This is an optimization exercise on Yosys and OpenROAD, whose aim is small area and a short achievable clock period, not a production implementation.
The RTL was checked by simulation tests, not by an equivalence proof against the original design.

`design/flow/design.v`:
```
module clock_divider #(
        parameter BASESPEED = 50000000  
) (
        input clk,
        input [$clog2(1000000) - 1:0] speed,  
        input rst,
        output logic outClk
);
        logic [$clog2(BASESPEED) - 1:0] ratio;
        logic [$clog2(BASESPEED) - 1:0] counter;
        logic outClk_d;
        assign ratio = BASESPEED / speed;  
        always_comb begin
                if (rst) begin
                        outClk_d = 0;
                end else if (counter < (ratio / 2)) begin
                        outClk_d = 0;
                end else begin
                        outClk_d = 1;
                end
        end
        always @(posedge clk) begin
                if (rst) begin
                        counter <= 0;
                end else begin
                        if (counter < (ratio - 1)) begin
                                counter <= counter + 1;
                        end else begin
                                counter <= 0;
                        end
                end
                outClk <= outClk_d;
        end
endmodule
module buzzer(
        input baseClk,
        input [$clog2(1000000) - 1:0] freq,
        input rst,
        output buzz_clk
);
        clock_divider freq_generator(
                .clk(baseClk),
                .speed(freq),
                .rst(rst),
                .outClk(buzz_clk)
        );
endmodule
```
`design/flow/run.sh`:
```
#!/bin/bash
# synth_recipe.tcl (not shown) runs the flow's synth.tcl, then flattens the netlist and writes it again
# the make line also repeats each setting of config.mk as NAME=value (left out here)
make -C /OpenROAD-flow-scripts/flow DESIGN_CONFIG=/design/flow/config.mk WORK_HOME=/design/flow/orfs CLKGATE_MAP_FILE= SYNTH_SCRIPT=/design/flow/synth_recipe.tcl finish
```
`design/flow/config.mk`:
```
export PLATFORM = sky130hd
export DESIGN_NAME = buzzer
export DESIGN_NICKNAME = buzzer
export VERILOG_FILES = /design/flow/design.v
export SDC_FILE = /design/flow/constraint.sdc
export NUM_CORES = 4
export LEC_CHECK = 0
export CAP_MARGIN = 20
export CORE_MARGIN = 2
export CORE_UTILIZATION = 40
export SLEW_MARGIN = 20
```
`design/flow/constraint.sdc`:
```
create_clock -name core_clock -period 120.0 [get_ports {baseClk}]
set_input_delay 24.0000 -clock core_clock [delete_from_list [all_inputs] [get_ports {baseClk}]]
set_output_delay 24.0000 -clock core_clock [all_outputs]
set_load 0.01 [all_outputs]
```
==> run notes <==
==> sequential cells by signal, summed over array words and instances, names as in the netlist <==
| name | cells |
|---|---|
| freq_generator.counter | 26 |
| freq_generator.outClk | 1 |
==> path summary, 6_finish.rpt <==
kind                                     end  slack, ns  cells after the start                       start
setup reg to reg  freq_generator.counter[11]     117.06                     16  freq_generator.counter[17]
setup / recovery  freq_generator.counter[11]       7.30                    398                    freq[19]
hold / removal     freq_generator.counter[0]       0.60                      1   freq_generator.counter[0]
hold reg to reg    freq_generator.counter[0]       0.60                      1   freq_generator.counter[0]
==> cells in the final DEF (no fill, tap or decap), types with 17 or more instances in the layout <==
master and instances:
inv_1 161, clkdlybuf4s50_1 21, nor2b_1 51, buf_4 50, nand3_1 95, a211o_1 17, o21a_1 145, nand2_1 369
nand2b_1 93, mux2i_1 41, and2_1 34, dfxtp_1 27, o21ai_0 265, nor2_1 402, nor2_2 24, nor3_1 133
a21boi_0 28, or3_1 39, mux2_2 100, xor2_1 108, o211ai_1 47, a211oi_1 42, and3_1 46, a31oi_1 41
nor4_1 28, o31ai_1 101, a21o_1 153, a21oi_1 355, or2_2 22, nand4_1 47, ha_1 468, xnor2_1 211
o21bai_1 26
==> cells by family after synthesis <==
logic type,Yosys count
xor+xnor,319
simple gates,1469
buf+inv,291
compound gates,1462
fa+ha+maj,468
flops,27
other cells,1
mux,144
==> metrics by stage <==
stage	util	instance area, um^2	instances	TNS [ns]
finish	0.4271	30640	5106	0
global route	0.4271	30640	5106	-1.979
CTS	0.4227	30320	5087	0
detailed placement	0.4216	30240	5083	0
global placement	0.4216	30240	5083	0
floorplan	-	29030	4181	0
==> final cells by class <==
type	instances	area (um^2)	share of cell area
Sequential cell	27	540.5	0.01764
Tap cell	950	1189	0.03880
Clock buffer	4	78.83	0.002573
Inverter	183	716.9	0.02340
Timing Repair Buffer	74	613.1	0.02001
Multi-Input combinational cell	3863	27470	0.8968
Timing Repair inverter	5	25.02	0.0008168
==> layer usage <==
layer | GRT usage | up-vias | wire length, um
li1 | - | 15708 | -
met3 | 0.01860 | 133 | 6775
met4 | 0.05091 | 0 | 2404
met5 | 0 | - | 0
met1 | 0.3695 | 14424 | 47690
met2 | 0.4029 | 1053 | 41840
==> timing repair <==
action / CTS / global route
gates resized for setup: 0 / 54
setup endpoints to repair: 0 / 27
setup buffers: 0 / 13
==> flow_metrics.py <==
metrics = {
    "setup_path": {
        "critPathKind": "in2reg",
        "slowest_stage": "nor4_1",
        "crit_path_start_kind": "input pin",
        "cpPeakStageDelay_ns": 0.92,
        "arrival_ns": 112.91,
        "crit_buf_inv": 37,
        "required_ns": 120.21,
        "crit_path_end_kind": "flop",
        "cp_max_fo": 49,
        "cp_top_family": "compound AO/OA/AOI/OAI gates",
        "crit_top_cell": "o21a_1",
    },
    "run_status": {
        "outcome": "finished clean",
    },
    "sta": {
        "finalCriticalPeriod_ns": 112.70,
        "max_freq_mhz": 8.873,
        "setup_viol_count_final": 0,
        "finClkSkew_ns": 0.001873,
        "holdWs_ns": 0.5978,
        "maxSlewViolCount": 0,
        "worst_pin_slew_ns": 1.028,
        "finalHoldViolCount": 0,
        "fin_crit_sh": 0.9392,
        "timing.final.ws_setup_ns": 7.300,
        "slew_headroom": 0.3137,
    },
    "die": {
        "fp.dieW_um": 273.4,
        "core_um2": 71730,
        "ios": 23,
        "design.die.area_um2": 74750,
        "initial_utilization": 0.4047,
        "row_count": 98,
        "chipHeight_um": 273.4,
    },
    "cts": {
        "cts.sinks": 27,
        "clock_latency_ns": 0.26,
        "cts_buffer_depth": 2,
        "numCtsBuffers": 3,
        "cts_root_buf": "clkbuf_16",
        "cts.clk_slew.worst_paths_ns": 0.07,
        "cts_tree": "done",
        "cts_hold_buf": 0,
        "htreeDepth": 1,
    },
    "synthesis": {
        "synth_top_family_by_area": "compound AO/OA/AOI/OAI gates",
        "synth_area_per_cell_um2": 6.944,
        "synth_edf_count": 0,
        "yosys.area.top_type": "ha_1",
        "netlist.area_leader.share": 0.2017,
        "seq_area_frac_synth": 0.01862,
        "synth_area_leaders": "ha_1 20%, xnor2_1 6.4%, a21oi_1 6.2%",
        "synth-simple-area-share": 0.2484,
        "synth_cells": 4181,
        "async_reset_ff_frac": 0,
        "synth_mux_area_frac": 0.05435,
        "synthAdderAreaFrac": 0.2017,
        "ys_warn_count": 1,
        "ys_types": 115,
        "syn_nets": 4671,
        "ys.flop_type": "dfxtp_1",
        "synth_xor_area_frac": 0.09624,
        "synth_seq_cells": 27,
        "netlist_area_um2": 29030,
        "synth_common_cells": "468 x ha_1, 405 x nor2_1, 371 x nand2_1",
        "synth_most_common_cell": "ha_1",
        "synth_compound_area_frac": 0.3403,
    },
    "drt": {
        "vias": 31318,
        "wirelength_um": 98710,
        "first_pass_iters": 8,
        "wl_per_cell_um": 19.33,
        "drt-initial-drc-count": 2950,
        "vias_per_cell": 6.134,
        "antenna_left": 0,
        "drc_errors": 0,
    },
    "placed_design": {
        "hpwl_um": 77600,
        "place_ws_ns": 1.712,
        "gp_congestion": 0.9346,
        "io_buffers": 22,
    },
    "hold_path": {
        "hp-class": "reg2reg",
    },
    "grt": {
        "grt_antenna_before_repair": 0,
        "grt_start_max_net_pins": 50,
        "grt_use_total": 0.2527,
        "overflow": 0,
        "grt_pass1_wl_um": 155400,
        "grt_pass1_vias": 28510,
    },
    "cells_and_area": {
        "drive_above_1_share": 0.07652,
        "fillers": 7501,
        "diodes": 0,
        "nets": 4647,
        "syn_to_final_growth_pct": 5.525,
    },
    "job": {
        "drv_cap": 0,
    },
}

## static timing again, ports no longer ideal
Ports are ideal in the flow. The routed layout listed here was re-timed in OpenROAD. Step 1: set_driving_cell puts a clkbuf_16 on baseClk and a buf_2 on each other input, an assumption about the parent block. Step 2 adds t to the input delays and takes it off the output delays; t is the mean of the earliest and latest rising clock arrival at the registers after step 1. Input paths then give back, and output paths get back, about the clock's delay inside the block. a / b / c = ideal ports / drivers / drivers and shift; a / b = the first two.
t, ns: 0.312
slack for setup (ns): 7.300 / 7.327 / 7.015
worst data-port slew with drivers (ns): 0.04
After both steps setup and hold are still met in this run. The setup slack of this run moves by +0.027 ns with the drivers and by -0.285 ns with both steps.
